Background: an optimization exercise with open tools, aiming at small area and a short achievable clock period. Do not read the settings as production practice.
Only simulation tests tie the RTL to the original design; equivalence was not proved.
Power is estimated from default activity; no workload was simulated.

--- config.mk ---
export PLATFORM = sky130hd
export DESIGN_NAME = MIPS
export DESIGN_NICKNAME = MIPS
export VERILOG_FILES = /design/flow/design.v
export SDC_FILE = /design/flow/constraint.sdc
export NUM_CORES = 4
export LEC_CHECK = 0
export CAP_MARGIN = 20
export CORE_MARGIN = 2
export CORE_UTILIZATION = 65
export CTS_BUF_LIST = sky130_fd_sc_hd__clkbuf_8
export CTS_CLUSTER_DIAMETER = 50
export CTS_CLUSTER_SIZE = 16
export GPL_ROUTABILITY_DRIVEN = 0
export PLACE_DENSITY = 0.75
export SETUP_SLACK_MARGIN = 4
export SLEW_MARGIN = 20
export SYNTH_HIERARCHICAL = 1
export SYNTH_MINIMUM_KEEP_SIZE = 0
--- constraint.sdc ---
create_clock -name core_clock -period 9.0 [get_ports {clk}]
set_input_delay 1.8000 -clock core_clock [delete_from_list [all_inputs] [get_ports {clk}]]
set_output_delay 1.8000 -clock core_clock [all_outputs]
set_load 0.01 [all_outputs]
--- design.v ---
`timescale 1ns / 1ps
module Full_Adder( A, B, Cin, Sum, Cout);
	input  A, B, Cin;
	output Sum, Cout;	
	wire w;
	assign w = A ^ B;
	assign Sum = w ^ Cin;
	assign Cout = (A & B) | (w & Cin); 
endmodule
`timescale 1ns / 1ps
module Add( A, B, Cin, Sum, Cout);
	input  [15:0]  A, B;
	input  Cin;
	output [15:0] Sum; 
	output Cout;	
	wire[15:0] tSum, tCin;
	Full_Adder zero    (.A(A[0]), .B(B[0]), .Cin(Cin),     .Sum(tSum[0]), .Cout(tCin[1]));
	Full_Adder first   (.A(A[1]), .B(B[1]), .Cin(tCin[1]), .Sum(tSum[1]), .Cout(tCin[2]));
	Full_Adder second  (.A(A[2]), .B(B[2]), .Cin(tCin[2]), .Sum(tSum[2]), .Cout(tCin[3]));
	Full_Adder third   (.A(A[3]), .B(B[3]), .Cin(tCin[3]), .Sum(tSum[3]), .Cout(tCin[4]));
	Full_Adder fourth  (.A(A[4]), .B(B[4]), .Cin(tCin[4]), .Sum(tSum[4]), .Cout(tCin[5]));
	Full_Adder fifth   (.A(A[5]), .B(B[5]), .Cin(tCin[5]), .Sum(tSum[5]), .Cout(tCin[6]));
	Full_Adder sixth   (.A(A[6]), .B(B[6]), .Cin(tCin[6]), .Sum(tSum[6]), .Cout(tCin[7]));
	Full_Adder seventh (.A(A[7]), .B(B[7]), .Cin(tCin[7]), .Sum(tSum[7]), .Cout(tCin[8]));
	Full_Adder eighth     	(.A(A[8]),  .B(B[8]),  .Cin(tCin[8]),  .Sum(tSum[8]),  .Cout(tCin[9]));
	Full_Adder ninth   	 	(.A(A[9]),  .B(B[9]),  .Cin(tCin[9]),  .Sum(tSum[9]),  .Cout(tCin[10]));
	Full_Adder tenth  	 	(.A(A[10]), .B(B[10]), .Cin(tCin[10]), .Sum(tSum[10]), .Cout(tCin[11]));
	Full_Adder eleventh   	(.A(A[11]), .B(B[11]), .Cin(tCin[11]), .Sum(tSum[11]), .Cout(tCin[12]));
	Full_Adder twelveth   	(.A(A[12]), .B(B[12]), .Cin(tCin[12]), .Sum(tSum[12]), .Cout(tCin[13]));
	Full_Adder thirteenth 	(.A(A[13]), .B(B[13]), .Cin(tCin[13]), .Sum(tSum[13]), .Cout(tCin[14]));
	Full_Adder fourthteenth (.A(A[14]), .B(B[14]), .Cin(tCin[14]), .Sum(tSum[14]), .Cout(tCin[15]));
	Full_Adder fifthteenth  (.A(A[15]), .B(B[15]), .Cin(tCin[15]), .Sum(tSum[15]), .Cout(Cout));
	assign Sum = tSum;
endmodule
`timescale 1ns / 1ps
module two_comp(input [15:0] X, input neg, output reg[15:0] Y);
	always@*
		begin
			if(neg)
				Y <= ~X;
			else
				Y <= X;
		end
endmodule
`timescale 1ns / 1ps
module Add2Com( A, B, Cin, neg, Sum, Cout);
	input  [15:0]  A, B;
	input  Cin;
	input neg;
	output [15:0] Sum; 
	output Cout;	
	wire [15:0] B2C;
	wire	temp;
	two_comp one1( .X(B), .neg(neg),.Y(B2C));	
	Add Add1( .A(A), .B(B2C), .Cin(neg), .Sum(Sum), .Cout(temp));
	assign Cout = temp;
endmodule
`timescale 1ns / 1ps
module AND(input [15:0] X, input [15:0] Y, output [15:0] Z);
	assign Z = X & Y;
endmodule
`timescale 1ns / 1ps
module OR(input [15:0] X, input [15:0] Y, output [15:0] Z);
	assign Z = X | Y;
endmodule
`timescale 1ns / 1ps
module comparator( input X, input Y, output lt, output eq, output gt);	
	and and1(lt, ~X, Y);
	and and2(gt, X, ~Y);
	nor nor1(eq, lt, gt);
endmodule
`timescale 1ns / 1ps
module comparator16bit( input [15:0] X, input [15:0] Y, output lt, output eq, output gt);	
	wire [15:0] ltw,eqw,gtw;
	comparator com0(  .X(X[0]),  .Y(Y[0]),  .lt(ltw[0]),  .eq(eqw[0]),  .gt(gtw[0]));
	comparator com1(  .X(X[1]),  .Y(Y[1]),  .lt(ltw[1]),  .eq(eqw[1]),  .gt(gtw[1]));
	comparator com2(  .X(X[2]),  .Y(Y[2]),  .lt(ltw[2]),  .eq(eqw[2]),  .gt(gtw[2]));	
	comparator com3(  .X(X[3]),  .Y(Y[3]),  .lt(ltw[3]),  .eq(eqw[3]),  .gt(gtw[3]));
	comparator com4(  .X(X[4]),  .Y(Y[4]),  .lt(ltw[4]),  .eq(eqw[4]),  .gt(gtw[4]));
	comparator com5(  .X(X[5]),  .Y(Y[5]),  .lt(ltw[5]),  .eq(eqw[5]),  .gt(gtw[5]));
	comparator com6(  .X(X[6]),  .Y(Y[6]),  .lt(ltw[6]),  .eq(eqw[6]),  .gt(gtw[6]));
	comparator com7(  .X(X[7]),  .Y(Y[7]),  .lt(ltw[7]),  .eq(eqw[7]),  .gt(gtw[7]));
	comparator com8(  .X(X[8]),  .Y(Y[8]),  .lt(ltw[8]),  .eq(eqw[8]),  .gt(gtw[8]));
	comparator com9(  .X(X[9]),  .Y(Y[9]),  .lt(ltw[9]),  .eq(eqw[9]),  .gt(gtw[9]));
	comparator com10( .X(X[10]), .Y(Y[10]), .lt(ltw[10]), .eq(eqw[10]), .gt(gtw[10]));
	comparator com11( .X(X[11]), .Y(Y[11]), .lt(ltw[11]), .eq(eqw[11]), .gt(gtw[11]));
	comparator com12( .X(X[12]), .Y(Y[12]), .lt(ltw[12]), .eq(eqw[12]), .gt(gtw[12]));
	comparator com13( .X(X[13]), .Y(Y[13]), .lt(ltw[13]), .eq(eqw[13]), .gt(gtw[13]));
	comparator com14( .X(X[14]), .Y(Y[14]), .lt(ltw[14]), .eq(eqw[14]), .gt(gtw[14]));
	comparator com15( .X(X[15]), .Y(Y[15]), .lt(ltw[15]), .eq(eqw[15]), .gt(gtw[15]));
	assign eq = eqw[0] & eqw[1] & eqw[2]&eqw[3]&eqw[4]&eqw[5]&eqw[6]&eqw[7]&eqw[8]&eqw[9]&eqw[10]&eqw[11]&eqw[12]&eqw[13]&eqw[14]&eqw[15];
	assign lt = (ltw[15]) | (ltw[14] & eqw[15]) | (ltw[13] & eqw[14] & eqw[15]) | (ltw[12] & eqw[13]& eqw[14]& eqw[15])  | (ltw[11] & eqw[12]& eqw[13]& eqw[14]& eqw[15]) | (ltw[10] &  eqw[11]& eqw[12]& eqw[13]& eqw[14]&eqw[15]) | (ltw[9] & eqw[10]& eqw[11]& eqw[12]& eqw[13]& eqw[14]& eqw[15]) | (ltw[8] & eqw[9]& eqw[10]& eqw[11]& eqw[12]& eqw[13]& eqw[14]& eqw[15]) | (ltw[7]& eqw[8]& eqw[9]& eqw[10]& eqw[11]& eqw[12]& eqw[13]& eqw[14]& eqw[15]) | (ltw[6]& eqw[7]& eqw[8]& eqw[9]& eqw[10]& eqw[11]& eqw[12]& eqw[13]& eqw[14]& eqw[15]) | (ltw[5] & eqw[6]& eqw[7]& eqw[8]& eqw[9]& eqw[10]& eqw[11]& eqw[12]& eqw[13]& eqw[14]& eqw[15]) | (ltw[4] & eqw[5]& eqw[6]& eqw[7]& eqw[8]& eqw[9]& eqw[10]& eqw[11]& eqw[12]& eqw[13]& eqw[14]& eqw[15]) | (ltw[3] & eqw[4]& eqw[5]& eqw[6]& eqw[7]& eqw[8]& eqw[9]& eqw[10]& eqw[11]& eqw[12]& eqw[13]& eqw[14]& eqw[15]) | (ltw[2] &eqw[3]& eqw[4]& eqw[5]& eqw[6]& eqw[7]& eqw[8]& eqw[9]& eqw[10]& eqw[11]& eqw[12]& eqw[13]& eqw[14]& eqw[15]) | (ltw[1] & eqw[2]& eqw[3]& eqw[4]& eqw[5]& eqw[6]& eqw[7]& eqw[8]& eqw[9]& eqw[10]& eqw[11]& eqw[12]& eqw[13]& eqw[14]& eqw[15]) | (ltw[0] & eqw[1] & eqw[2]& eqw[3]& eqw[4]& eqw[5]& eqw[6]& eqw[7]& eqw[8]& eqw[9]& eqw[10]& eqw[11]& eqw[12]& eqw[13]& eqw[14]& eqw[15]);
	assign gt = (gtw[15]) | (gtw[14] & eqw[15]) | (gtw[13] & eqw[14] & eqw[15]) | (gtw[12] & eqw[13]& eqw[14]& eqw[15])  | (gtw[11] & eqw[12]& eqw[13]& eqw[14]& eqw[15]) | (gtw[10] & eqw[11]& eqw[12]& eqw[13]& eqw[14]& eqw[15]) | (gtw[9] & eqw[10]& eqw[11]& eqw[12]& eqw[13]& eqw[14]& eqw[15]) | (gtw[8] & eqw[9]& eqw[10]& eqw[11]& eqw[12]& eqw[13]& eqw[14]& eqw[15]) | (gtw[7]& eqw[8]& eqw[9]& eqw[10]& eqw[11]& eqw[12]& eqw[13]& eqw[14]& eqw[15]) | (gtw[6]& eqw[7]& eqw[8]& eqw[9]& eqw[10]& eqw[11]& eqw[12]& eqw[13]& eqw[14]& eqw[15]) | (gtw[5] & eqw[6]& eqw[7]& eqw[8]& eqw[9]& eqw[10]& eqw[11]& eqw[12]& eqw[13]& eqw[14]& eqw[15]) | (gtw[4] & eqw[5]& eqw[6]& eqw[7]& eqw[8]& eqw[9]& eqw[10]& eqw[11]& eqw[12]& eqw[13]& eqw[14]& eqw[15]) | (gtw[3] & eqw[4]& eqw[5]& eqw[6]& eqw[7]& eqw[8]& eqw[9]& eqw[10]& eqw[11]& eqw[12]& eqw[13]& eqw[14]& eqw[15]) | (gtw[2] & eqw[3]& eqw[4]& eqw[5]& eqw[6]& eqw[7]& eqw[8]& eqw[9]& eqw[10]& eqw[11]& eqw[12]& eqw[13]& eqw[14]& eqw[15]) | (gtw[1] & eqw[2]& eqw[3]& eqw[4]& eqw[5]& eqw[6]& eqw[7]& eqw[8]& eqw[9]& eqw[10]& eqw[11]& eqw[12]& eqw[13]& eqw[14]& eqw[15]) | (gtw[0] & eqw[1] & eqw[2]& eqw[3]& eqw[4]& eqw[5]& eqw[6]& eqw[7]& eqw[8]& eqw[9]& eqw[10]& eqw[11]& eqw[12]& eqw[13]& eqw[14]& eqw[15]);
endmodule
`timescale 1ns / 1ps
module MUX(input select, input[1:0] in, output out);
	wire [1:0] d;
	not not1(nselect, select);
	and and1(d[0], select, in[0]);
	and and2(d[1], nselect, in[1]);
	or or1(out,d[0], d[1]);
endmodule
`timescale 1ns / 1ps
module MUX_16bit(input select, input[15:0] X, input[15:0] Y, output[15:0] Z);
	MUX MUX0 (.select(select), .in({X[0], Y[0]}),  .out(Z[0]));
	MUX MUX1 (.select(select), .in({X[1], Y[1]}),  .out(Z[1]));
	MUX MUX2 (.select(select), .in({X[2], Y[2]}),  .out(Z[2]));
	MUX MUX3 (.select(select), .in({X[3], Y[3]}),  .out(Z[3]));
	MUX MUX4 (.select(select), .in({X[4], Y[4]}),  .out(Z[4]));
	MUX MUX5 (.select(select), .in({X[5], Y[5]}),  .out(Z[5]));
	MUX MUX6 (.select(select), .in({X[6], Y[6]}),  .out(Z[6]));
	MUX MUX7 (.select(select), .in({X[7], Y[7]}),  .out(Z[7]));
	MUX MUX8 (.select(select), .in({X[8], Y[8]}),  .out(Z[8]));
	MUX MUX9 (.select(select), .in({X[9], Y[9]}),  .out(Z[9]));
	MUX MUX10(.select(select), .in({X[10],Y[10]}), .out(Z[10]));
	MUX MUX11(.select(select), .in({X[11],Y[11]}), .out(Z[11]));
	MUX MUX12(.select(select), .in({X[12],Y[12]}), .out(Z[12]));
	MUX MUX13(.select(select), .in({X[13],Y[13]}), .out(Z[13]));
	MUX MUX14(.select(select), .in({X[14],Y[14]}), .out(Z[14]));
	MUX MUX15(.select(select), .in({X[15],Y[15]}), .out(Z[15]));
endmodule
`timescale 1ns / 1ps
module mux16x16x1(select, A,B,C,D,E,F,G,H,I,J,K,L,M,N,O,P, Z);
	input [3:0] select;
	input [15:0] A,B,C,D,E,F,G,H,I,J,K,L,M,N,O,P;
	output [15:0] Z;
	wire [15:0] w1,w2,w3,w4,w5,w6,w7,w8,w9,w10,w11,w12,w13,w14;
	MUX_16bit MUX1(.select(select[0]), .X(A), .Y(B), .Z(w1));
	MUX_16bit MUX2(.select(select[0]), .X(C), .Y(D), .Z(w2));
	MUX_16bit MUX3(.select(select[0]), .X(E), .Y(F), .Z(w3));
	MUX_16bit MUX4(.select(select[0]), .X(G), .Y(H), .Z(w4));
	MUX_16bit MUX5(.select(select[0]), .X(I), .Y(J), .Z(w5));
	MUX_16bit MUX6(.select(select[0]), .X(K), .Y(L), .Z(w6));
	MUX_16bit MUX7(.select(select[0]), .X(M), .Y(N), .Z(w7));
	MUX_16bit MUX8(.select(select[0]), .X(O), .Y(P), .Z(w8));
	MUX_16bit MUX9 (.select(select[1]), .X(w1), .Y(w2), .Z(w9));
	MUX_16bit MUX10(.select(select[1]), .X(w3), .Y(w4), .Z(w10));
	MUX_16bit MUX11(.select(select[1]), .X(w5), .Y(w6), .Z(w11));
	MUX_16bit MUX12(.select(select[1]), .X(w7), .Y(w8), .Z(w12));
	MUX_16bit MUX13(.select(select[2]), .X(w9), .Y(w10), .Z(w13));
	MUX_16bit MUX14(.select(select[2]), .X(w11), .Y(w12), .Z(w14));
	MUX_16bit MUX15(.select(select[3]), .X(w13), .Y(w14), .Z(Z));
endmodule
`timescale 1ns / 1ps
module dff( clk, data, reset, q );
	input clk, data, reset;
	output reg q;
	always@(posedge clk)
	begin
		q <= data;
		if(reset)
			q <= 0;
	end
endmodule
`timescale 1ns / 1ps
module register16bit( clk, reset, D, select, Q);
	input clk, reset, select;
	input  [15:0] D;
	output [15:0] Q;
	wire 	 [15:0] Z;
	MUX_16bit MUX1( .select(select), .X(Q), .Y(D), .Z(Z) );
	dff d0 ( .clk(clk), .reset(reset), .data(Z[0]),  .q(Q[0]) );
	dff d1 ( .clk(clk), .reset(reset), .data(Z[1]),  .q(Q[1]) );
	dff d2 ( .clk(clk), .reset(reset), .data(Z[2]),  .q(Q[2]) );
	dff d3 ( .clk(clk), .reset(reset), .data(Z[3]),  .q(Q[3]) );
	dff d4 ( .clk(clk), .reset(reset), .data(Z[4]),  .q(Q[4]) );
	dff d5 ( .clk(clk), .reset(reset), .data(Z[5]),  .q(Q[5]) );
	dff d6 ( .clk(clk), .reset(reset), .data(Z[6]),  .q(Q[6]) );
	dff d7 ( .clk(clk), .reset(reset), .data(Z[7]),  .q(Q[7]) );
	dff d8 ( .clk(clk), .reset(reset), .data(Z[8]),  .q(Q[8]) );	
	dff d9 ( .clk(clk), .reset(reset), .data(Z[9]),  .q(Q[9]) );
	dff d10( .clk(clk), .reset(reset), .data(Z[10]), .q(Q[10]) );	
	dff d11( .clk(clk), .reset(reset), .data(Z[11]), .q(Q[11]) );	
	dff d12( .clk(clk), .reset(reset), .data(Z[12]), .q(Q[12]) );	
	dff d13( .clk(clk), .reset(reset), .data(Z[13]), .q(Q[13]) );
	dff d14( .clk(clk), .reset(reset), .data(Z[14]), .q(Q[14]) );	
	dff d15( .clk(clk), .reset(reset), .data(Z[15]), .q(Q[15]) );
endmodule
`timescale 1ns / 1ps
module Decoder4t16(
    input E,
    input [3:0] S,
    output [15:0] D
    );
	assign D = (E) ? (1 << S) : 16'b0 ;
endmodule
`timescale 1ns / 1ps
module reg_file( A, B, C, Aaddr, Baddr, Caddr, load, clear, clk, r1, r2, r3 );
	input  load, clk, clear;
	input  [15:0] C;
	input  [3:0] Aaddr, Baddr, Caddr;
	output [15:0] A, B, r1,r2,r3;
	wire [15:0] regOut1,regOut2,regOut3,regOut4,regOut5,regOut6,regOut7,regOut8,regOut9,regOut10,regOut11,regOut12,regOut13,regOut14,regOut15,regOut16;
	wire [15:0] slt;
	Decoder4t16 dec(.E(load), .S(Caddr), .D(slt));
	register16bit reg1 ( .clk(clk), .reset(clear), .D(C), .select(slt[0]),  .Q(regOut1 ));
	register16bit reg2 ( .clk(clk), .reset(clear), .D(C), .select(slt[1]),  .Q(regOut2 ));
	register16bit reg3 ( .clk(clk), .reset(clear), .D(C), .select(slt[2]),  .Q(regOut3 ));
	register16bit reg4 ( .clk(clk), .reset(clear), .D(C), .select(slt[3]),  .Q(regOut4 ));
	register16bit reg5 ( .clk(clk), .reset(clear), .D(C), .select(slt[4]),  .Q(regOut5 ));
	register16bit reg6 ( .clk(clk), .reset(clear), .D(C), .select(slt[5]),  .Q(regOut6 ));
	register16bit reg7 ( .clk(clk), .reset(clear), .D(C), .select(slt[6]),  .Q(regOut7 ));
	register16bit reg8 ( .clk(clk), .reset(clear), .D(C), .select(slt[7]),  .Q(regOut8 ));
	register16bit reg9 ( .clk(clk), .reset(clear), .D(C), .select(slt[8]),  .Q(regOut9 ));
	register16bit reg10( .clk(clk), .reset(clear), .D(C), .select(slt[9]),  .Q(regOut10));
	register16bit reg11( .clk(clk), .reset(clear), .D(C), .select(slt[10]), .Q(regOut11));
	register16bit reg12( .clk(clk), .reset(clear), .D(C), .select(slt[11]), .Q(regOut12));
	register16bit reg13( .clk(clk), .reset(clear), .D(C), .select(slt[12]), .Q(regOut13));
	register16bit reg14( .clk(clk), .reset(clear), .D(C), .select(slt[13]), .Q(regOut14));
	register16bit reg15( .clk(clk), .reset(clear), .D(C), .select(slt[14]), .Q(regOut15));
	register16bit reg16( .clk(clk), .reset(clear), .D(C), .select(slt[15]), .Q(regOut16));
	mux16x16x1 muxA(.select(Aaddr), .A(regOut1),.B(regOut2),.C(regOut3),.D(regOut4),.E(regOut5),.F(regOut6),.G(regOut7),.H(regOut8),.I(regOut9),.J(regOut10),.K(regOut11),.L(regOut12),.M(regOut13),.N(regOut14),.O(regOut15),.P(regOut16), .Z(A));
	mux16x16x1 muxB(.select(Baddr), .A(regOut1),.B(regOut2),.C(regOut3),.D(regOut4),.E(regOut5),.F(regOut6),.G(regOut7),.H(regOut8),.I(regOut9),.J(regOut10),.K(regOut11),.L(regOut12),.M(regOut13),.N(regOut14),.O(regOut15),.P(regOut16), .Z(B));
	assign r1 = regOut2;
	assign r2 = regOut3;
	assign r3 = regOut4;
endmodule
`timescale 1ns / 1ps
module ControlUnit(
	input [3:0] controlop,
	output reg [2:0] ALUop,
	output reg jump, regdest, Regwrite, ALUsrc, branch, memread, memwrite, memtoreg
	);
	always @ (controlop)
	begin
	case (controlop)
			0:  
			begin
				ALUop = 2;
				jump = 0;
				regdest = 1;
				Regwrite = 1;
				ALUsrc = 0;
				branch=0;
				memread=0;
				memwrite=0;
				memtoreg=0;
			end
			1:  
			begin
				ALUop=3;
				jump=0;
				regdest=1;
				Regwrite=1;
				ALUsrc=0;
				branch=0;
				memread=0;
				memwrite=0;
				memtoreg=0;
			end
	2:  
			begin
				ALUop=0;
				jump=0;
				regdest=1;
				Regwrite=1;
				ALUsrc=0;
				branch=0;
				memread=0;
				memwrite=0;
				memtoreg=0;
			end
	3:  
			begin
				ALUop=0;
				jump=0;
				regdest=0;
				Regwrite=1;
				ALUsrc=1;
				branch=0;
				memread=0;
				memwrite=0;
				memtoreg=0;
			end
			6:  
			begin
				ALUop=1;
				jump=0;
				regdest=1;
				Regwrite=1;
				ALUsrc=0;
				branch=0;
				memread=0;
				memwrite=0;
				memtoreg=0;
			end
			7:  
			begin
				ALUop=4;
				jump=0;
				regdest=1;
				Regwrite=1;
				ALUsrc=0;
				branch=0;
				memread=0;
				memwrite=0;
				memtoreg=0;
			end
			8:  
			begin
				ALUop=0;
				jump=0;
				regdest=0;
				Regwrite=1;
				ALUsrc=1;
				branch=0;
				memread=1;
				memwrite=0;
				memtoreg=1;
			end
			10:  
			begin
				ALUop=0;
				jump=0;
				regdest=0;
				Regwrite=0;
				ALUsrc=1;
				branch=0;
				memread=0;
				memwrite=1;
				memtoreg=1;
			end
			14:  
			begin
				ALUop=5;
				jump=0;
				regdest=0;
				Regwrite=0;
				ALUsrc=0;
				branch=1;
				memread=0;
				memwrite=0;
				memtoreg=0;
			end
		  15:  
			begin
				ALUop=0;
				jump=1;
				regdest=0;
				Regwrite=0;
				ALUsrc=1;
				branch=0;
				memread=0;
				memwrite=0;
				memtoreg=0;
			end
			default:
			begin
				ALUop=0;
				jump=0;
				regdest=0;
				Regwrite=0;
				ALUsrc=0;
				branch=0;
				memread=0;
				memwrite=0;
				memtoreg=0;
			end
		  endcase
	end
endmodule
`timescale 1ns / 1ps
module alu(clk,X, Y, out, Cin, Cout, lt, eq, gt, V, opcod);
	input  [15:0] X, Y;
	input  [2:0] opcod;
	input  Cin,clk;
	output [15:0] out;
	output Cout, lt, eq, gt, V;
	wire [16:0] add, sub, andL, orL;
	reg [16:0] temp;
	Add2Com add1( .A(X), .B(Y), .Cin(Cin), .neg(1'b0), .Sum(add[15:0]), .Cout(add[16]));
	Add2Com sub1(.A(X), .B(Y), .Cin(1'b1), .neg(1'b1), .Sum(sub[15:0]), .Cout(sub[16]));
	OR or1(.X(X), .Y(Y), .Z(orL));
	AND and1(.X(X), .Y(Y), .Z(andL));
	comparator16bit com1( .X(X), .Y(Y), .lt(lt), .eq(eq), .gt(gt));	
	always @(*)
	begin
		case(opcod)
			0: temp = add;
			1: temp = sub;
			2: temp = andL;
			3: temp = orL;
			4: begin
				if(lt)
					temp = 1;
				else 
					temp = 0;
				end
			5: temp = 0;
			default: temp = 8;
		endcase
	end
	assign out  = temp[15:0];
	assign Cout = temp[16];
endmodule
`timescale 1ns / 1ps
module Data_Memory( clk, clear, MemWrite, MemRead, Address, WriteData, ReadData );
	input  clk, clear, MemWrite, MemRead;
	input  [15:0] WriteData;
	input  [15:0] Address;
	output reg[15:0] ReadData;
	reg[15:0]d_mm[0:15];
	always@(posedge clk)
	begin
		if(clear) begin
			d_mm[0]  <= 16'h0001;
			d_mm[1]  <= 16'h0004;
			d_mm[2]  <= 16'h0006;
			d_mm[3]  <= 16'h0004;
			d_mm[4]  <= 16'h0005;
			d_mm[5]  <= 16'h0006;
			d_mm[6]  <= 16'h0001;
			d_mm[7]  <= 16'h0001;
			d_mm[8]  <= 16'h0001;
			d_mm[9]  <= 16'h0001;
			d_mm[10] <= 16'h0001;
			d_mm[11] <= 16'h0001;
			d_mm[12] <= 16'h0001;
			d_mm[13] <= 16'h0001;
			d_mm[14] <= 16'h0001;
			d_mm[15] <= 16'h0001;
		end
		else if(MemWrite)
			d_mm[Address[3:0]] <= WriteData;
	end
	always@(*)
		ReadData = d_mm[Address[3:0]];
endmodule
`timescale 1ns / 1ps
module aoi222(input a0, a1, b0, b1, c0, c1, output y);
	assign y = ~((a0 & a1) | (b0 & b1) | (c0 & c1));
endmodule
module nand2m(input a, b, output y);
	assign y = ~(a & b);
endmodule
module nand3m(input a, b, c, output y);
	assign y = ~(a & b & c);
endmodule
module nand4m(input a, b, c, d, output y);
	assign y = ~(a & b & c & d);
endmodule
module nor2m(input a, b, output y);
	assign y = ~(a | b);
endmodule
module and2m(input a, b, output y);
	assign y = a & b;
endmodule
module or2m(input a, b, output y);
	assign y = a | b;
endmodule
module xor2m(input a, b, output y);
	assign y = a ^ b;
endmodule
module nand2bm(input an, b, output y);
	assign y = an | ~b;
endmodule
module nor2bm(input a, bn, output y);
	assign y = ~a & bn;
endmodule
module oai21m(input a1, a2, b1, output y);
	assign y = ~((a1 | a2) & b1);
endmodule
module aoi21m(input a1, a2, b1, output y);
	assign y = ~((a1 & a2) | b1);
endmodule
module mux2im(input a0, a1, s, output y);
	assign y = ~(s ? a1 : a0);
endmodule
module mux16t(input [15:0] d, input [15:0] s, output [5:0] t);
	aoi222 u0(d[0],  s[0],  d[1],  s[1],  d[2],  s[2],  t[0]);
	aoi222 u1(d[3],  s[3],  d[4],  s[4],  d[5],  s[5],  t[1]);
	aoi222 u2(d[6],  s[6],  d[7],  s[7],  d[8],  s[8],  t[2]);
	aoi222 u3(d[9],  s[9],  d[10], s[10], d[11], s[11], t[3]);
	aoi222 u4(d[12], s[12], d[13], s[13], d[14], s[14], t[4]);
	nand2m u5(d[15], s[15], t[5]);
endmodule
module mux16oh(input [15:0] d, input [15:0] s, output yn);
	wire [5:0] t;
	wire x0, x1;
	mux16t m(.d(d), .s(s), .t(t));
	nand3m v0(t[0], t[1], t[2], x0);
	nand3m v1(t[3], t[4], t[5], x1);
	nor2m  w0(x0, x1, yn);
endmodule
module mux16ohx(input [15:0] d, input [15:0] s, input xn, output yn);
	wire [5:0] t;
	wire x0, x1;
	mux16t m(.d(d), .s(s), .t(t));
	nand3m v0(t[0], t[1], t[2], x0);
	nand4m v1(t[3], t[4], t[5], xn, x1);
	nor2m  w0(x0, x1, yn);
endmodule
module mux16wb(input [15:0] d, input [15:0] s, input alun, output y);
	wire [5:0] t;
	wire x0, x1;
	mux16t m(.d(d), .s(s), .t(t));
	nand3m v0(t[0], t[1], t[2], x0);
	nand4m v1(t[3], t[4], t[5], alun, x1);
	or2m   w0(x0, x1, y);
endmodule
module MIPS(
	input clk, clear,
	input [15:0] instr,
	output reg [3:0] PC,
	output [15:0] R1, R2, R3
	);
	wire [3:0] op  = instr[15:12];
	wire [3:0] rs  = instr[11:8];
	wire [3:0] rt  = instr[7:4];
	wire [3:0] rd  = instr[3:0];
	wire [3:0] imm = instr[3:0];
	wire nc = ~clear;
	wire is_and  = (op == 4'd0);
	wire is_or   = (op == 4'd1);
	wire is_add  = (op == 4'd2);
	wire is_addi = (op == 4'd3);
	wire is_sub  = (op == 4'd6);
	wire is_slt  = (op == 4'd7);
	wire is_lw   = (op == 4'd8);
	wire is_sw   = (op == 4'd10);
	wire is_bne  = (op == 4'd14);
	wire is_j    = (op == 4'd15);
	wire rwe = is_and | is_or | is_add | is_addi | is_sub | is_slt | is_lw;
	wire [3:0] waddr = (is_addi | is_lw) ? rt : rd;
	wire sub = op[2];    
	wire [15:0] r [0:15];    
	wire [15:0] m [0:15];    
	wire [15:0] mhit, An, Bn, A, Bx, wd, alun;
	wire [15:0] sA [0:1];
	wire [15:0] sB [0:1];
	wire [15:0] sM [0:1];
	wire [3:0] pAl, pAh, pBl, pBh;
	wire lwnc = is_lw & nc;
	genvar i, b;
	generate
		for (i = 0; i < 4; i = i + 1) begin : pre
			assign pAl[i] = ~(rs[1:0] == i);
			assign pAh[i] = ~(rs[3:2] == i);
			assign pBl[i] = ~(rt[1:0] == i);
			assign pBh[i] = ~(rt[3:2] == i);
		end
		for (i = 0; i < 16; i = i + 1) begin : dec
			for (b = 0; b < 2; b = b + 1) begin : cp
				nor2m ua(pAl[i % 4], pAh[i / 4], sA[b][i]);
				nor2m ub(pBl[i % 4], pBh[i / 4], sB[b][i]);
				and2m um(mhit[i], lwnc, sM[b][i]);
			end
			wire [3:0] tgt = i - imm;
			assign mhit[i] = (A[3:0] == tgt);
		end
		for (b = 0; b < 16; b = b + 1) begin : rp
			wire [15:0] rc, mc;
			for (i = 0; i < 16; i = i + 1) begin : w_
				assign rc[i] = r[i][b];
				assign mc[i] = m[i][b];
			end
			mux16oh pa(.d(rc), .s(sA[b / 8]), .yn(An[b]));
			mux16oh pb(.d(rc), .s(sB[b / 8]), .yn(Bn[b]));
			mux16wb pm(.d(mc), .s(sM[b / 8]), .alun(alun[b]), .y(wd[b]));
		end
	endgenerate
	assign A  = ~An;
	assign Bx = ~Bn;    
	wire [15:0] e0, e1;    
	generate
		for (b = 0; b < 16; b = b + 1) begin : ye
			if (b < 4) begin : lo
				assign e0[b] = is_addi ? ~imm[b] : sub;
				assign e1[b] = is_addi ? ~imm[b] : ~sub;
			end else begin : hi
				assign e0[b] = is_addi | sub;
				assign e1[b] = is_addi | ~sub;
			end
		end
	endgenerate
	wire [15:0] Yn, p, g0, t0;
	wire [15:0] g1n, t1n, g2, t2, g3n, t3n, g4;
	generate
		for (b = 0; b < 16; b = b + 1) begin : l0
			mux2im uy(~e0[b], ~e1[b], Bn[b], Yn[b]);    
			xor2m  up(An[b], Yn[b], p[b]);              
			if (b == 0) begin : c0
				assign g0[0] = (~An[0] & ~Yn[0]) | ((~An[0] | ~Yn[0]) & sub);
				assign t0[0] = 1'b0;
			end else begin : cn
				nor2m  ug(An[b], Yn[b], g0[b]);     
				nand2m ut(An[b], Yn[b], t0[b]);     
			end
		end
		for (b = 0; b < 16; b = b + 1) begin : l1
			if (b >= 1) begin : c
				aoi21m ug(t0[b], g0[b-1], g0[b], g1n[b]);
				if (b >= 2) begin : t
					nand2m ut(t0[b], t0[b-1], t1n[b]);
				end else begin : tz
					assign t1n[b] = 1'b1;
				end
			end else begin : p_
				assign g1n[b] = ~g0[b];
				assign t1n[b] = 1'b1;
			end
		end
		for (b = 0; b < 16; b = b + 1) begin : l2
			if (b >= 2) begin : c
				oai21m ug(t1n[b], g1n[b-2], g1n[b], g2[b]);
				if (b >= 4) begin : t
					nor2m ut(t1n[b], t1n[b-2], t2[b]);
				end else begin : tz
					assign t2[b] = 1'b0;
				end
			end else begin : p_
				assign g2[b] = ~g1n[b];
				assign t2[b] = 1'b0;
			end
		end
		for (b = 0; b < 16; b = b + 1) begin : l3
			if (b >= 4) begin : c
				aoi21m ug(t2[b], g2[b-4], g2[b], g3n[b]);
				if (b >= 8) begin : t
					nand2m ut(t2[b], t2[b-4], t3n[b]);
				end else begin : tz
					assign t3n[b] = 1'b1;
				end
			end else begin : p_
				assign g3n[b] = ~g2[b];
				assign t3n[b] = 1'b1;
			end
		end
		for (b = 0; b < 16; b = b + 1) begin : l4
			if (b >= 8) begin : c
				oai21m ug(t3n[b], g3n[b-8], g3n[b], g4[b]);
			end else begin : p_
				assign g4[b] = ~g3n[b];
			end
		end
	endgenerate
	wire [15:0] c = {g4[14:0], sub};
	wire lt = ~g4[15];    
	wire sel_as  = (is_add | is_addi | is_sub) & nc;
	wire sel_and = is_and & nc;
	wire sel_or  = is_or & nc;
	wire sel_slt = is_slt & nc;
	wire [15:0] lg = ({16{sel_and}} & (A & Bx)) | ({16{sel_or}} & (A | Bx));
	wire [15:0] xv = ({16{sel_as}} &  p) | lg;    
	wire [15:0] yv = ({16{sel_as}} & ~p) | lg;    
	wire alun0;
	generate
		for (b = 0; b < 16; b = b + 1) begin : fin
			if (b == 0) begin : b0
				mux2im um(xv[b], yv[b], c[b], alun0);
			end else begin : bn
				mux2im um(xv[b], yv[b], c[b], alun[b]);
			end
		end
	endgenerate
	assign alun[0] = alun0 & ~(sel_slt & lt);
	wire [15:0] dz = Bx & {16{nc}};
	wire [15:0] d1 = Bx | {16{clear}};
	function [15:0] dinit(input integer w);
		case (w)
			0: dinit = 16'h0001;
			1: dinit = 16'h0004;
			2: dinit = 16'h0006;
			3: dinit = 16'h0004;
			4: dinit = 16'h0005;
			5: dinit = 16'h0006;
			default: dinit = 16'h0001;
		endcase
	endfunction
	generate
		for (i = 0; i < 16; i = i + 1) begin : g
			reg [15:0] rr;
			reg [15:0] mm;
			always @(posedge clk)
				if (clear || (rwe && waddr == i))
					rr <= wd;
			always @(posedge clk)
				if (clear || (is_sw && mhit[i]))
					mm <= (dinit(i) & d1) | (~dinit(i) & dz);
			assign r[i] = rr;
			assign m[i] = mm;
		end
	endgenerate
	wire taken = is_j | (is_bne & (An != Bn));
	always @(posedge clk) begin
		if (clear)
			PC <= 4'd0;
		else if (taken)
			PC <= instr[3:0];
		else
			PC <= PC + 4'd1;
	end
	assign R1 = r[1];
	assign R2 = r[2];
	assign R3 = r[3];
endmodule
--- flow/run.sh ---
#!/bin/bash
# Layout flow: the standard ORFS flow (standard.sh, unchanged synthesis),
# with the port buffers made from sky130_fd_sc_hd__buf_1 (resized later where timing needs it) instead of the
# buffer ORFS picks by default (a delay cell). Every input and output port
# still gets its own buffer. The whole make output goes to standard_flow.log.
set -euo pipefail
bash standard.sh "BUFFER_PORTS_ARGS=-buffer_cell sky130_fd_sc_hd__buf_1" finish > standard_flow.log 2>&1
--- standard.sh ---
#!/bin/bash
# synth_recipe.tcl (not shown) runs the flow's synth.tcl, then flattens the netlist and writes it again
# the make line also repeats each setting of config.mk as NAME=value (left out here)
make -C /OpenROAD-flow-scripts/flow DESIGN_CONFIG=/design/flow/config.mk WORK_HOME=/design/flow/orfs CLKGATE_MAP_FILE= SYNTH_SCRIPT=/design/flow/synth_recipe.tcl "${@:-finish}"
==> summary.txt, run 1 <==
The run finished with no timing, DRC or antenna violations. The total routed wirelength came out at 61900 um. The post-route setup TNS is 0 ns. Registers are responsible for 58.3% of the overall power. The share of synthesized area occupied by flip-flops and latches came out at 67.5%. The relative max-transition margin is 24.7%.

The H-tree was split into 2 levels. For this run, the top clock speed supported by timing is 0.198 GHz. Of the available clock period, the critical path in the final layout requires 56.1%. The placement-stage worst setup slack is 2.66 ns.

The worst-case vdd ir drop came out at 0.151 mV. The signal arrival time at the worst endpoint came out at 5.43 ns. Cells with a size suffix above 1 make up 16.3% of the layout. The total die area is 0.0367 mm2. The fraction of synthesized cell area taken by the top area cell type came out at 67.2%. At the later pin of the worst-skew pair, clock insertion delay measures 0.64 ns.

Internal power comes to 3.82 mW. The placed wire-length estimate came out at 42600 um. The die height is 192 um.

The global-route wire length before repair is 88000 um. The final count of pins violating max slew came out at 0. The shortest clock period the worst path allows after layout is 5.05 ns. The CTS sink count is 516.

The signed area change from the synthesized netlist to the final layout came out at 11.6%. The final layout net count is 1831. At the pin with the least slew margin, the transition time is 1.13 ns.

STA classifies the critical path startpoint as an input pin. The most used flip-flop cell after synthesis is sky130_fd_sc_hd__edfxtp_1. Dividing total power by cell area gives a power density of 208 mW/mm2. Dividing the detail-routed wire length by the instance count gives 27.4 um. The I/O pin total is 70. The total number of vias came out at 16600. After detailed routing, the number of remaining DRC violations is 0. The initial antenna violation count came out at 2. The worst setup skew after layout came out at 0.0342 ns. STA classifies the critical path endpoint as a flop. The static leakage power came out at 9.33 nW. The number of hold violations in the final report came out at 0.

The clock input transition at the sequential cells of the worst setup and hold paths came out at 0.09 ns. The synthesized netlist cell count came out at 1628. sky130_fd_sc_hd__edfxtp_1 takes more of the synthesized area than any other cell. Setup violations remaining at the end of the flow were counted as 0. Using the TritonRoute via totals, the vias-per-cell ratio works out to 7.37. The switching power is 1.50 mW. The initial cell density of the core is 66.1%. The share of the core filled with cells came out at 73.8%. The count of antenna-violating nets left after detailed routing came out at 0. The number of global-route vias before repair was 15200. Across the run, the number of max-cap violations was 0. The sum of overflow across all layers after global routing came out at 0. The clock passes through at most 3 buffers.

The clock buffer count from CTS came out at 44. The worst hold path belongs to the class flop to flop. The total of hold buffers inserted after clock tree synthesis came out at 0. In this run the standard cell core region covers 0.0346 mm2. In the post-synthesis netlist, the biggest area contributors are sky130_fd_sc_hd__edfxtp_1 67%, sky130_fd_sc_hd__a222oi_1 10%, sky130_fd_sc_hd__nor2_1 2.9%, sky130_fd_sc_hd__nand2_1 2.6%, sky130_fd_sc_hd__ha_1 2.2%. The required time reported for the critical path endpoint is 9.38 ns. Along the worst path, the maximum fanout reaches 8.

Setup repair after global routing could not meet its margin everywhere. The placed cell area is 0.0237 mm2. The most frequent standard cell in the layout excluding fill and tap cells is sky130_fd_sc_hd__edfxtp_1. Per report_power, the clock group accounts for 25.4% of the total.

The mean post-synth cell area is 14.1 um2. The summed area of non-filler cells in the final layout came out at 0.0255 mm2. The floorplan row count is 68.

The maximum number of pins on one net before global-route repair came out at 61. The number of synthesized flops with an enable pin came out at 512. TritonCTS built the clock tree. The flip-flop and latch count after synthesis is 516.

The number of buffer cells added on primary ports is 69. The combinational fraction of design power is 16.3%. The synthesized netlist occupies a cell area of 0.0229 mm2. CTS placed an instance of sky130_fd_sc_hd__clkbuf_8 at the clock tree root. The number of warning messages in the yosys log came out at 7.

The iteration-0 DRC count of the detailed router is 3076. The number of nets in the synthesized netlist is 1686. The top cell types in the final layout, fill and taps aside, are 512 x sky130_fd_sc_hd__edfxtp_1, 240 x sky130_fd_sc_hd__a222oi_1, 153 x sky130_fd_sc_hd__nand2_1. Counting flops with an async set or reset pin after synthesis yields a share of 0%. The number of iterations in the first detailed-routing pass came out at 22. In the post-route analysis, the smallest setup slack over all paths is 3.95 ns. Net switching is 28.2% of the power. The overall routing resource usage came out at 32.2%. The critical path is of the input pin to flop type. The count of distinct cell types in the synthesized netlist is 56. The floorplan step set the die width to 192 um.
-- power groups by stage --
stage / registers, mW / clock network [mW] / logic [mW]
6_report: 3.10 / 1.35 / 0.866
5_1_grt: 3.12 / 1.44 / 0.926
4_1_cts: 3.10 / 1.35 / 0.766
3_5_place_dp: 3.15 / 0 / 0.730
3_3_place_gp: 3.14 / 0 / 0.712
2_1_floorplan: 3.11 / 0 / 0.487
-- modules after synthesis (local to each module, per instance), excerpt --
module  flops+latches  times used
mux2im              0          32
nor2m               0         123
xor2m               0          16
and2m               0          32
oai21m              0          22
aoi21m              0          27
nand4m              0          16
MIPS              516           1
aoi222              0         240
nand3m              0          80
or2m                0          16
nand2m              0          85
-- area by class of cell --
cell class,instances,area [um2]
multi-input combinational,1037,7720
clock inverter,30,258
fill,2153,9080
antenna,2,5.00
inverter,49,188
sequential,516,15500
timing repair buffer,124,724
clock buffer,45,619
tap,455,569
timing repair inverter,1,5.00
-- logic make-up (layout without fill, tap and decap cells) --
| family | Yosys count | in the layout | share of synthesized area, % |
|---|---|---|---|
| compound gates | 392 | 392 | 15.2 |
| buf+inv | 78 | 249 | 1.42 |
| flops | 516 | 516 | 67.5 |
| xor+xnor | 38 | 38 | 1.60 |
| simple gates | 531 | 534 | 10.7 |
| mux | 33 | 33 | 1.44 |
| other cells | 0 | 2 | 0 |
| fa+ha+maj | 40 | 40 | 2.19 |
-- worst max-delay path, stage by stage --
cell and delay, ns:
sky130_fd_sc_hd__clkbuf_2 0.19, sky130_fd_sc_hd__nand2b_4 0.22, sky130_fd_sc_hd__nor2_2 0.10, sky130_fd_sc_hd__a222oi_1 0.41, sky130_fd_sc_hd__nand3_1 0.27, sky130_fd_sc_hd__nor2_4 0.19, sky130_fd_sc_hd__buf_12 0.15, sky130_fd_sc_hd__xor2_4 0.26
sky130_fd_sc_hd__buf_4 0.17, sky130_fd_sc_hd__xnor2_1 0.15, sky130_fd_sc_hd__nor2_1 0.14, sky130_fd_sc_hd__and2_1 0.31, sky130_fd_sc_hd__a222oi_1 0.39, sky130_fd_sc_hd__nand4_1 0.27, sky130_fd_sc_hd__or2_4 0.38
-- stage by stage --
stage / hold slack, ns / total power [mW] / std cells
finish: 0.526 / 5.32 / 2259
global route: 0.566 / 5.49 / 2259
CTS: 0.522 / 5.22 / 2221
detailed placement: 0.503 / 3.88 / 2138
global placement: 0.504 / 3.85 / 2138
floorplan: 0.530 / 3.60 / 1628
-- layer usage --
layer	global-route usage (%)	vias up	part of all wire, %
li1	-	7047	-
met1	43.7	8000	36
met4	11.0	2	4.1
met5	0	-	0.042
met2	52.4	1329	47
met3	6.58	262	13
-- flip-flops by register name (all words and copies together), names as in the netlist --
name  cells
g.rr    256
PC        4
g.mm    256
-- Yosys cell counts, types with 17 or more instances --
cell and n:
sky130_fd_sc_hd__nand2_1 158, sky130_fd_sc_hd__a21oi_2 27, sky130_fd_sc_hd__xor2_1 20, sky130_fd_sc_hd__nand3_1 85, sky130_fd_sc_hd__and2_1 33, sky130_fd_sc_hd__o21ai_1 24, sky130_fd_sc_hd__a21o_1 22, sky130_fd_sc_hd__or2_1 17
sky130_fd_sc_hd__o21ai_0 27, sky130_fd_sc_hd__mux2i_1 33, sky130_fd_sc_hd__ha_1 40, sky130_fd_sc_hd__inv_1 48, sky130_fd_sc_hd__nor2_1 174, sky130_fd_sc_hd__edfxtp_1 512, sky130_fd_sc_hd__nand4_1 17, sky130_fd_sc_hd__a222oi_1 240
-- worst paths after layout --
path / startpoint / endpoint / slack (ns) / cells past startpoint
setup / recovery: instr[11] / g[4].rr[3]$_DFFE_PP_ / 3.95 / 15
hold reg to reg: PC[0]$_SDFF_PP0_ / PC[0]$_SDFF_PP0_ / 0.53 / 1
setup reg to reg: g[8].rr[3]$_DFFE_PP_ / g[4].rr[3]$_DFFE_PP_ / 5.20 / 12
hold / removal: PC[0]$_SDFF_PP0_ / PC[0]$_SDFF_PP0_ / 0.53 / 1
-- what timing repair did --
action                                  CTS  global route
pin swaps                                 9            29
endpoints found under the setup margin  259           260
gates resized for setup                  92           112
cloned                                    0             4
setup buffers                             8            32
==> inputs of run 2 (changes only) <==
--- a/config.mk
+++ b/config.mk
@@ -12,7 +12,7 @@
 export CTS_CLUSTER_DIAMETER = 50
 export CTS_CLUSTER_SIZE = 16
 export GPL_ROUTABILITY_DRIVEN = 0
-export PLACE_DENSITY = 0.75
+export PLACE_DENSITY = 0.85
 export SETUP_SLACK_MARGIN = 4
 export SLEW_MARGIN = 20
 export SYNTH_HIERARCHICAL = 1
==> run 2 against run 1 <==
Effect of this change:
- still clean
- setup slack worse by 0.037 ns
- global-route usage up 0.99 points
- cell area down 1.6%
- power down 1.3%
- combinational power down 2.4%
- non-clock buffer count down 23
- wire length down 0.52%
- count of clock-buffer cells in the layout up 2
- via count up 0.97%
- sequential share of layout area up 0.97 points
- register-to-register slack about the same
- first-iteration DRC count up 18%
- critical endpoint is now PC[2]$_SDFF_PP0_
==> summary.txt, run 2 <==
The synthesized netlist cell count was 1628 (unchanged). The floorplan row count is 68 (unchanged). The global-route wire length before repair came out at 91600 um (was 88000 um). The power density relative to cell area is 209 mW/mm2 (was 208 mW/mm2). The clock buffer count from CTS is 42 (was 44). Top library cells by usage in the layout, fill and taps aside: 512 x sky130_fd_sc_hd__edfxtp_1, 240 x sky130_fd_sc_hd__a222oi_1, 154 x sky130_fd_sc_hd__nand2_1 (was 512 x sky130_fd_sc_hd__edfxtp_1, 240 x sky130_fd_sc_hd__a222oi_1, 153 x sky130_fd_sc_hd__nand2_1). The critical path launch point was instr[10] (was instr[11]). The clock tree from TritonCTS is yes (unchanged).

The count of distinct cell types in the synthesized netlist came out at 56 (unchanged). The number of nets in the synthesized netlist came out at 1686 (unchanged). The total routed wirelength came out at 61600 um (was 61900 um). The signal arrival time at the worst endpoint came out at 5.59 ns (was 5.43 ns).

The measured slew at the worst slew-check pin came out at 1.08 ns (was 1.13 ns). The overall routing resource usage is 33.2% (was 32.2%). The number of buffer cells added on primary ports is 69 (unchanged). The clock root buffer is sky130_fd_sc_hd__clkbuf_8 (unchanged). The depth of the worst register-to-register path is 13 (was 12).

The number of hold violations in the final report is 0 (unchanged). The number of max-cap violations is 0 (unchanged). The share of synthesized area occupied by flip-flops and latches is 67.5% (unchanged). The worst setup path endpoint is PC[2]$_SDFF_PP0_ (was g[4].rr[3]$_DFFE_PP_). The number of warning messages in the yosys log is 7 (unchanged). RSZ-0062 raised after global routing: true (unchanged). The detail-routed net length per standard cell came out at 27.7 um (was 27.4 um). The flip-flop and latch count after synthesis is 516 (unchanged). The final layout net count came out at 1802 (was 1831). The worst hold-check path type was flop to flop (unchanged). The worst-case vdd ir drop was 0.124 mV (was 0.151 mV). The total die area is 0.0367 mm2 (unchanged). The maximum number of pins on one net before global-route repair came out at 61 (unchanged). The endpoint type of the worst setup path is a flop (unchanged). The total number of vias came out at 16800 (was 16600). The required time reported for the critical path endpoint is 9.51 ns (was 9.38 ns). The worst setup path category is input pin to flop (unchanged). The cell with the most instances after synthesis is sky130_fd_sc_hd__edfxtp_1 (unchanged). The share of flip-flops with an asynchronous set or reset is 0% (unchanged). The die height is 192 um (unchanged). The clock input transition at the sequential cells of the worst setup and hold paths came to 0.09 ns (about the same). The signed area change from the synthesized netlist to the final layout came to 9.87% (was 11.6%).

The maximum buffer depth of the clock tree is 3 (unchanged). The share of the clock period used by the worst path after layout is 56.5% (was 56.1%). The setup-violating endpoint count in the final report came out at 0 (unchanged). The placement-stage worst setup slack is 2.64 ns (was 2.66 ns). The shortest clock period the worst path allows after layout came out at 5.09 ns (was 5.05 ns). The clock latency on the worst-skew pair came out at 0.61 ns (was 0.64 ns).

The achievable clock frequency is 0.197 GHz (was 0.198 GHz). The level count of the clock H-tree is 2 (unchanged). The static leakage power came out at 9.15 nW (was 9.33 nW). The initial antenna violation count is 0 (was 2). The placed wire-length estimate is 42800 um (was 42600 um).

Top post-synthesis cells by area: sky130_fd_sc_hd__edfxtp_1 67%, sky130_fd_sc_hd__a222oi_1 10%, sky130_fd_sc_hd__nor2_1 2.9%, sky130_fd_sc_hd__nand2_1 2.6%, sky130_fd_sc_hd__ha_1 2.2% (unchanged). The CTS sink count is 516 (unchanged). The proportion of layout cells with a drive suffix above 1 is 13.6% (was 16.3%).

The number of placed instances with taps included is 2137 (was 2138). The number of synthesized flops with an enable pin is 512 (unchanged). The reg2reg setup slack is 5.20 ns (about the same).

The number of vias per cell came out at 7.55 (was 7.37). Synth cell count leaders: 512 x sky130_fd_sc_hd__edfxtp_1, 240 x sky130_fd_sc_hd__a222oi_1, 174 x sky130_fd_sc_hd__nor2_1, 158 x sky130_fd_sc_hd__nand2_1, 85 x sky130_fd_sc_hd__nand3_1 (unchanged). The I/O pin total is 70 (unchanged). The critical path startpoint category is an input pin (unchanged). Regs by FF count: g.mm: 256 flops, g.rr: 256 flops, PC: 4 flops (unchanged). The sum of overflow across all layers after global routing is 0 (unchanged).

The reg-to-reg startpoint was g[0].rr[2]$_DFFE_PP_ (was g[8].rr[3]$_DFFE_PP_). The setup slack of the critical path after layout came out at 3.91 ns (was 3.95 ns). Status: complete, no violations (unchanged). The number of design rule violations left after detail routing came to 0 (unchanged).

The mean post-synth cell area came out at 14.1 um2 (unchanged). The number of global-route vias before repair came to 16200 (was 15200). The relative max-transition margin came to 27.8% (was 24.7%). The fraction of synthesized cell area taken by the top area cell type is 67.2% (unchanged). The final count of pins violating max slew was 0 (unchanged). The most instantiated flip-flop cell in the synthesis netlist is sky130_fd_sc_hd__edfxtp_1 (unchanged). The count of antenna-violating nets left after detailed routing was 0 (unchanged).

The die width came to 192 um (unchanged). The worst flop-to-flop path endpoint was g[7].rr[6]$_DFFE_PP_ (was g[4].rr[3]$_DFFE_PP_). The number of inserted diodes is 0 (was 2).

The total of hold buffers inserted after clock tree synthesis came out at 0 (unchanged). The area inside the core boundary came out at 0.0346 mm2 (unchanged). The number of non-filler instances in the completed layout was 2224 (was 2259). The worst setup skew after layout came out at 0.0344 ns (was 0.0342 ns). The cell accounting for the most synthesized area is sky130_fd_sc_hd__edfxtp_1 (unchanged). The number of iterations in the first detailed-routing pass is 15 (was 22). The post-synthesis instance area came out at 0.0229 mm2 (unchanged).

The post-route setup TNS came out at 0 ns (unchanged). The initial cell density of the core is 66.1% (unchanged). The most frequent standard cell in the layout excluding fill and tap cells is sky130_fd_sc_hd__edfxtp_1 (unchanged).

The iteration-0 DRC count of the detailed router came out at 3623 (was 3076). The worst-path maximum fanout came out at 8 (unchanged).
==> run 2: area by class of cell <==
cell class	count	area (um2)
Sequential cell	516	15500
Clock buffer	47	647
Fill cell	2129	9490
Tap cell	455	569
Inverter	49	184
Clock inverter	22	184
Timing Repair Buffer	101	533
Multi-Input combinational cell	1034	7570
==> run 2: routing by layer <==
metal  GRT usage [%]  vias up  share of wire (%)
met5               0        -                  0
met4            14.6        0                4.3
met3            6.50      278                 12
met2            56.1     1560                 49
met1            42.0     7987                 35
li1                -     6976                  -
==> run 2: metrics by stage <==
stage | power [mW] | util (%) | hold WS (ns) | instance area, um2
after floorplan | 3.60 | - | 0.530 | 22900
after global placement | 3.84 | 68.4 | 0.499 | 23700
after detailed placement | 3.89 | 68.4 | 0.513 | 23700
after CTS | 5.18 | 71.6 | 0.530 | 24800
after global routing | 5.42 | 72.6 | 0.538 | 25100
final | 5.25 | 72.6 | 0.532 | 25100
==> run 2: cells by family after synthesis <==
family | Yosys count | share of synthesized area, %
multiplexers | 33 | 1.44
XOR/XNOR | 38 | 1.60
adder cells (fa/ha/maj) | 40 | 2.19
flip-flops | 516 | 67.5
buffers and inverters | 78 | 1.42
AND/OR/NAND/NOR | 531 | 10.7
AO/OA/AOI/OAI | 392 | 15.2
==> run 2: worst min path at each step <==
stage | from | endpoint | depth (start not counted)
CTS | PC[0]$_SDFF_PP0_ | PC[0]$_SDFF_PP0_ | 1
global placement | PC[0]$_SDFF_PP0_ | PC[0]$_SDFF_PP0_ | 1
floorplan | PC[0]$_SDFF_PP0_ | PC[0]$_SDFF_PP0_ | 1
detailed placement | PC[0]$_SDFF_PP0_ | PC[0]$_SDFF_PP0_ | 1
global route | PC[0]$_SDFF_PP0_ | PC[0]$_SDFF_PP0_ | 1
finish | PC[0]$_SDFF_PP0_ | PC[0]$_SDFF_PP0_ | 1
==> run 2: timing repair <==
| action | in CTS | in global routing |
|---|---|---|
| gates resized for setup | 82 | 68 |
| gates cloned | 0 | 0 |
| endpoints found under the setup margin | 260 | 260 |
| buffers inserted | 3 | 13 |
| pin swaps | 6 | 23 |
==> run 2: power by group <==
part / switching (mW) / total (mW) / internal [mW]
clock network: 0.745 / 1.29 / 0.548
logic: 0.593 / 0.845 / 0.252
registers: 0.134 / 3.11 / 2.98
total: 1.47 / 5.25 / 3.78
==> run 2: critical path, stage by stage <==
cell                        delay, ns
sky130_fd_sc_hd__clkbuf_2        0.15
sky130_fd_sc_hd__or2_4           0.34
sky130_fd_sc_hd__buf_4           0.17
sky130_fd_sc_hd__nor2_1          0.66
sky130_fd_sc_hd__a222oi_1        0.25
sky130_fd_sc_hd__nand3_1         0.18
sky130_fd_sc_hd__nor2_1          0.14
sky130_fd_sc_hd__inv_1           0.09
sky130_fd_sc_hd__ha_1            0.23
sky130_fd_sc_hd__nor4_1          0.53
sky130_fd_sc_hd__nand4_1         0.22
sky130_fd_sc_hd__o2111ai_4       0.38
sky130_fd_sc_hd__nor2_1          0.16
sky130_fd_sc_hd__a211oi_1        0.29
==> run 2: Yosys stat by module, one instance, submodules excluded, a selection <==
module | area (um2) | times used
aoi21m | 8.76 | 27
nand2m | 3.75 | 85
nand4m | 6.26 | 16
MIPS | 18100 | 1
mux2im | 10.0 | 32
or2m | 6.26 | 16
aoi222 | 10.0 | 240
nor2m | 3.75 | 123
and2m | 6.26 | 32
==> inputs of run 3 (changes only) <==
--- a/config.mk
+++ b/config.mk
@@ -8,11 +8,10 @@
 export CAP_MARGIN = 20
 export CORE_MARGIN = 2
 export CORE_UTILIZATION = 65
-export CTS_BUF_LIST = sky130_fd_sc_hd__clkbuf_8
-export CTS_CLUSTER_DIAMETER = 50
-export CTS_CLUSTER_SIZE = 16
+export CTS_BUF_LIST = sky130_fd_sc_hd__clkbuf_16
+export CTS_CLUSTER_DIAMETER = 60
+export CTS_CLUSTER_SIZE = 24
 export GPL_ROUTABILITY_DRIVEN = 0
-export PLACE_DENSITY = 0.85
 export SETUP_SLACK_MARGIN = 4
 export SLEW_MARGIN = 20
 export SYNTH_HIERARCHICAL = 1
==> run 3 against run 2 <==
Effect of this change:
- non-clock buffer count up 35
- still clean on timing, DRC and antenna
- synthesized area unchanged
- combinational power up 6.0%
- critical path type unchanged
- wire length up 1.4%
- core utilization up 2.8 points
- clock skew down 0.0019 ns
- power up 9.5%
==> summary.txt, run 3 <==
The footprint of the flip-flops and latches came out at 0.0155 mm2 (unchanged). The detail-routed net length per standard cell is 27.7 um (about the same). The achievable clock frequency came to 0.198 GHz (was 0.197 GHz).

The global-route wire length before repair is 91600 um (about the same). The placement-stage worst setup slack came out at 2.80 ns (was 2.64 ns). The maximum number of pins on one net before global-route repair is 61 (unchanged). The number of buffer cells added on primary ports came to 69 (unchanged).

The clock buffer count from CTS is 35 (was 42). The cell with the most instances after synthesis is sky130_fd_sc_hd__edfxtp_1 (unchanged). The worst-case vdd ir drop is 0.257 mV (was 0.124 mV).

The share of the clock period used by the worst path after layout is 56.0% (was 56.5%). RSZ-0062 raised after global routing: true (unchanged). The floorplan row count is 68 (unchanged). The worst-path maximum fanout came to 8 (unchanged). The filler cell count came to 2086 (was 2129). The most instantiated flip-flop cell in the synthesis netlist was sky130_fd_sc_hd__edfxtp_1 (unchanged). The number of vias per cell came out at 7.29 (was 7.55). The number of synthesized flops with an enable pin came out at 512 (unchanged). The critical path startpoint category is an input pin (unchanged). The measured slew at the worst slew-check pin was 1.13 ns (was 1.08 ns). The area of the multi-input gates is 0.00780 mm2 (was 0.00757 mm2).

The clock input transition at the sequential cells of the worst setup and hold paths came to 0.08 ns (was 0.09 ns). The mean post-synth cell area is 14.1 um2 (unchanged). The post-route worst hold slack came out at 0.573 ns (was 0.532 ns). The most frequent cell on the critical path is sky130_fd_sc_hd__buf_4 (was sky130_fd_sc_hd__nor2_1).

Status: complete, no violations (unchanged). The placed wire-length estimate came out at 43500 um (was 42800 um). Ordered cell list for the critical path: buf_6, or2_4, buf_4, nor2_4, a222oi_1, nand3_1, nor2_4, buf_12, xor2_4, buf_4, buf_4, xnor2_1, nor2_1, and2_2, a222oi_1, nand4_1, or2_4 (was clkbuf_2, or2_4, buf_4, nor2_1, a222oi_1, nand3_1, nor2_1, inv_1, ha_1, nor4_1, nand4_1, o2111ai_4, nor2_1, a211oi_1). The total die area came to 0.0367 mm2 (unchanged). The most frequent standard cell in the layout excluding fill and tap cells is sky130_fd_sc_hd__edfxtp_1 (unchanged). The cell accounting for the most synthesized area is sky130_fd_sc_hd__edfxtp_1 (unchanged). The clock tree from TritonCTS is yes (unchanged). The family of cells with the greatest summed delay on the critical path is simple AND/OR/NAND/NOR gates (unchanged). The iteration-0 DRC count of the detailed router came out at 3210 (was 3623). The maximum cell stage delay along the critical path is 0.40 ns (was 0.66 ns). The signal arrival time at the worst endpoint came out at 5.32 ns (was 5.59 ns).

The total routed wirelength was 62400 um (was 61600 um). The required time reported for the critical path endpoint is 9.28 ns (was 9.51 ns). The overall routing resource usage came to 33.3% (was 33.2%). The die width is 192 um (unchanged). The number of warning messages in the yosys log is 7 (unchanged).

The share of the core filled with cells was 75.4% (was 72.6%). The post-synthesis instance area is 0.0229 mm2 (unchanged). Synth cell count leaders: 512 x sky130_fd_sc_hd__edfxtp_1, 240 x sky130_fd_sc_hd__a222oi_1, 174 x sky130_fd_sc_hd__nor2_1, 158 x sky130_fd_sc_hd__nand2_1, 85 x sky130_fd_sc_hd__nand3_1 (unchanged).

The post-route setup TNS came out at 0 ns (unchanged). The final layout net count was 1832 (was 1802). The CTS sink count was 516 (unchanged). The die height came out at 192 um (unchanged). The worst setup path category is input pin to flop (unchanged). The static leakage power is 9.60 nW (was 9.15 nW).

The area inside the core boundary is 0.0346 mm2 (unchanged). The maximum buffer depth of the clock tree was 3 (unchanged). The initial antenna violation count came out at 0 (unchanged). The number of design rule violations left after detail routing is 0 (unchanged).

The count of antenna-violating nets left after detailed routing is 0 (unchanged). The setup-violating endpoint count in the final report came out at 0 (unchanged). The I/O pin total is 70 (unchanged). The signed area change from the synthesized netlist to the final layout was 14.1% (was 9.87%). Regs by FF count: g.mm: 256 flops, g.rr: 256 flops, PC: 4 flops (unchanged).

The relative max-transition margin is 24.3% (was 27.8%). The flip-flop and latch count after synthesis came out at 516 (unchanged). The final count of pins violating max slew is 0 (unchanged).

The total of hold buffers inserted after clock tree synthesis is 0 (unchanged). The synthesized netlist cell count came out at 1628 (unchanged). The power density relative to cell area came to 220 mW/mm2 (was 209 mW/mm2). The fraction of synthesized cell area taken by the top area cell type is 67.2% (unchanged).

The number of global-route vias before repair came out at 15700 (was 16200). The clock root buffer is sky130_fd_sc_hd__clkbuf_16 (was sky130_fd_sc_hd__clkbuf_8). The worst setup skew after layout was 0.0325 ns (was 0.0344 ns). The number of max-cap violations came out at 0 (unchanged). The shortest clock period the worst path allows after layout came out at 5.04 ns (was 5.09 ns). The worst hold-check path type was flop to flop (unchanged).

The endpoint type of the worst setup path is a flop (unchanged). The initial cell density of the core is 66.1% (unchanged). The share of flip-flops with an asynchronous set or reset came to 0% (unchanged). The total number of vias is 16400 (was 16800). The count of distinct cell types in the synthesized netlist was 56 (unchanged). The setup slack of the critical path after layout is 3.96 ns (was 3.91 ns).

The proportion of layout cells with a drive suffix above 1 is 17.9% (was 13.6%). The number of iterations in the first detailed-routing pass came out at 15 (unchanged). The number of nets in the synthesized netlist is 1686 (unchanged). Top post-synthesis cells by area: sky130_fd_sc_hd__edfxtp_1 67%, sky130_fd_sc_hd__a222oi_1 10%, sky130_fd_sc_hd__nor2_1 2.9%, sky130_fd_sc_hd__nand2_1 2.6%, sky130_fd_sc_hd__ha_1 2.2% (unchanged). The sum of overflow across all layers after global routing came to 0 (unchanged). The number of hold violations in the final report came out at 0 (unchanged).

The sum of buffers and inverters on the critical path is 5 (was 3). The share of synthesized area occupied by flip-flops and latches came out at 67.5% (unchanged). The level count of the clock H-tree was 2 (unchanged). The cell with the largest stage delay on the worst path was sky130_fd_sc_hd__or2_4 (was sky130_fd_sc_hd__nor2_1).

The clock latency on the worst-skew pair is 0.56 ns (was 0.61 ns). Top library cells by usage in the layout, fill and taps aside: 512 x sky130_fd_sc_hd__edfxtp_1, 240 x sky130_fd_sc_hd__a222oi_1, 153 x sky130_fd_sc_hd__nand2_1 (was 512 x sky130_fd_sc_hd__edfxtp_1, 240 x sky130_fd_sc_hd__a222oi_1, 154 x sky130_fd_sc_hd__nand2_1).
## run 3: cell counts after synthesis
No cell type changed its count.
## run 3: path summary, 6_finish.rpt
path	from	endpoint	slack, ns	cells past startpoint
worst max register to register	g[2].rr[3]$_DFFE_PP_	g[9].rr[14]$_DFFE_PP_	5.19	13
worst max-delay path	instr[9]	g[9].rr[14]$_DFFE_PP_	3.96	17
worst min register to register	PC[0]$_SDFF_PP0_	PC[0]$_SDFF_PP0_	0.57	1
worst min-delay path	PC[0]$_SDFF_PP0_	PC[0]$_SDFF_PP0_	0.57	1
## run 3: cells by family (layout without fill, tap and decap cells)
kind of cell | after synthesis | in the layout | share of synthesized area (%)
AO/OA/AOI/OAI | 392 | 392 | 15.2
XOR/XNOR | 38 | 38 | 1.60
adder cells (fa/ha/maj) | 40 | 40 | 2.19
buffers and inverters | 78 | 246 | 1.42
flip-flops | 516 | 516 | 67.5
multiplexers | 33 | 33 | 1.44
other | 0 | 1 | 0
AND/OR/NAND/NOR | 531 | 533 | 10.7
## run 3: power breakdown
| part | internal, mW | total, mW | leakage, nW | switching (mW) |
|---|---|---|---|---|
| sequential | 2.98 | 3.10 | 5.28 | 0.126 |
| combinational | 0.288 | 0.896 | 3.70 | 0.607 |
| clock | 0.884 | 1.75 | 0.616 | 0.864 |
## run 3: metal layers
layer / global-route usage, % / wire length, um
met1: 43.6 / 22800
met2: 56.7 / 30700
met3: 5.13 / 6680
met4: 12.5 / 2210
met5: 0 / 0
## run 3: repair_timing
item | 4_1_cts | 5_1_grt
pin swaps | 20 | 55
gates cloned | 0 | 2
hold endpoints to repair | 0 | 0
setup buffers | 12 | 40
setup endpoints to repair | 356 | 260
resized for setup | 105 | 127
## run 3: final cells by class
cell class                      count  area share [%]
Antenna cell                        1         0.00958
Clock buffer                       37            3.55
Clock inverter                     24            1.29
Inverter                           49           0.704
Multi-Input combinational cell   1036            29.9
Sequential cell                   516            59.2
Tap cell                          455            2.18
Timing Repair Buffer              136            3.25
## run 3: metrics by stage
stage          cells  total power, mW  cell area (um2)
5_1_grt         2253             5.92            26100
4_1_cts         2210             5.64            25300
6_report        2254             5.74            26100
3_5_place_dp    2137             3.89            23700
2_1_floorplan   1628             3.60            22900
3_3_place_gp    2137             3.86            23700
## run 3: per-module statistics from Yosys (local to each module, per instance), a selection
module,flops+latches,cell area (um2),times used
mux2im,0,10.0,32
xor2m,0,8.76,16
nand3m,0,5.00,80
aoi21m,0,8.76,27
aoi222,0,10.0,240
oai21m,0,5.00,22
or2m,0,6.26,16
MIPS,516,18100,1
nand4m,0,6.26,16

-- static timing again, ports no longer ideal --
The flow's constraints put no driver on any port. The routed layouts listed below were extracted and timed again, unchanged, in two steps. Step 1: set_driving_cell puts a clkbuf_16 on clk and a buf_2 on each other input, an assumption about the parent block. Step 2 times the ports against the registers' clock, not the clock port: input delays grow and output delays shrink by t, the midpoint of the rising clock arrivals with the driver on. a / b / c = no drivers / after step 1 / after step 2; a / b = the first two.
run	shift t [ns]	setup WS [ns]	worst data-port slew with drivers (ns)	pins driven straight from the clock port
run 1	0.676	3.950 / 3.976 / 3.300	0.08	1
run 2	0.645	3.913 / 3.936 / 3.291	0.05	1
run 3	0.601	3.961 / 3.936 / 3.335	0.09	1
After both steps setup and hold are still met in every run listed. The setup slack of run 1, which loses most, moves by +0.026 ns with the drivers and by -0.650 ns with both steps.
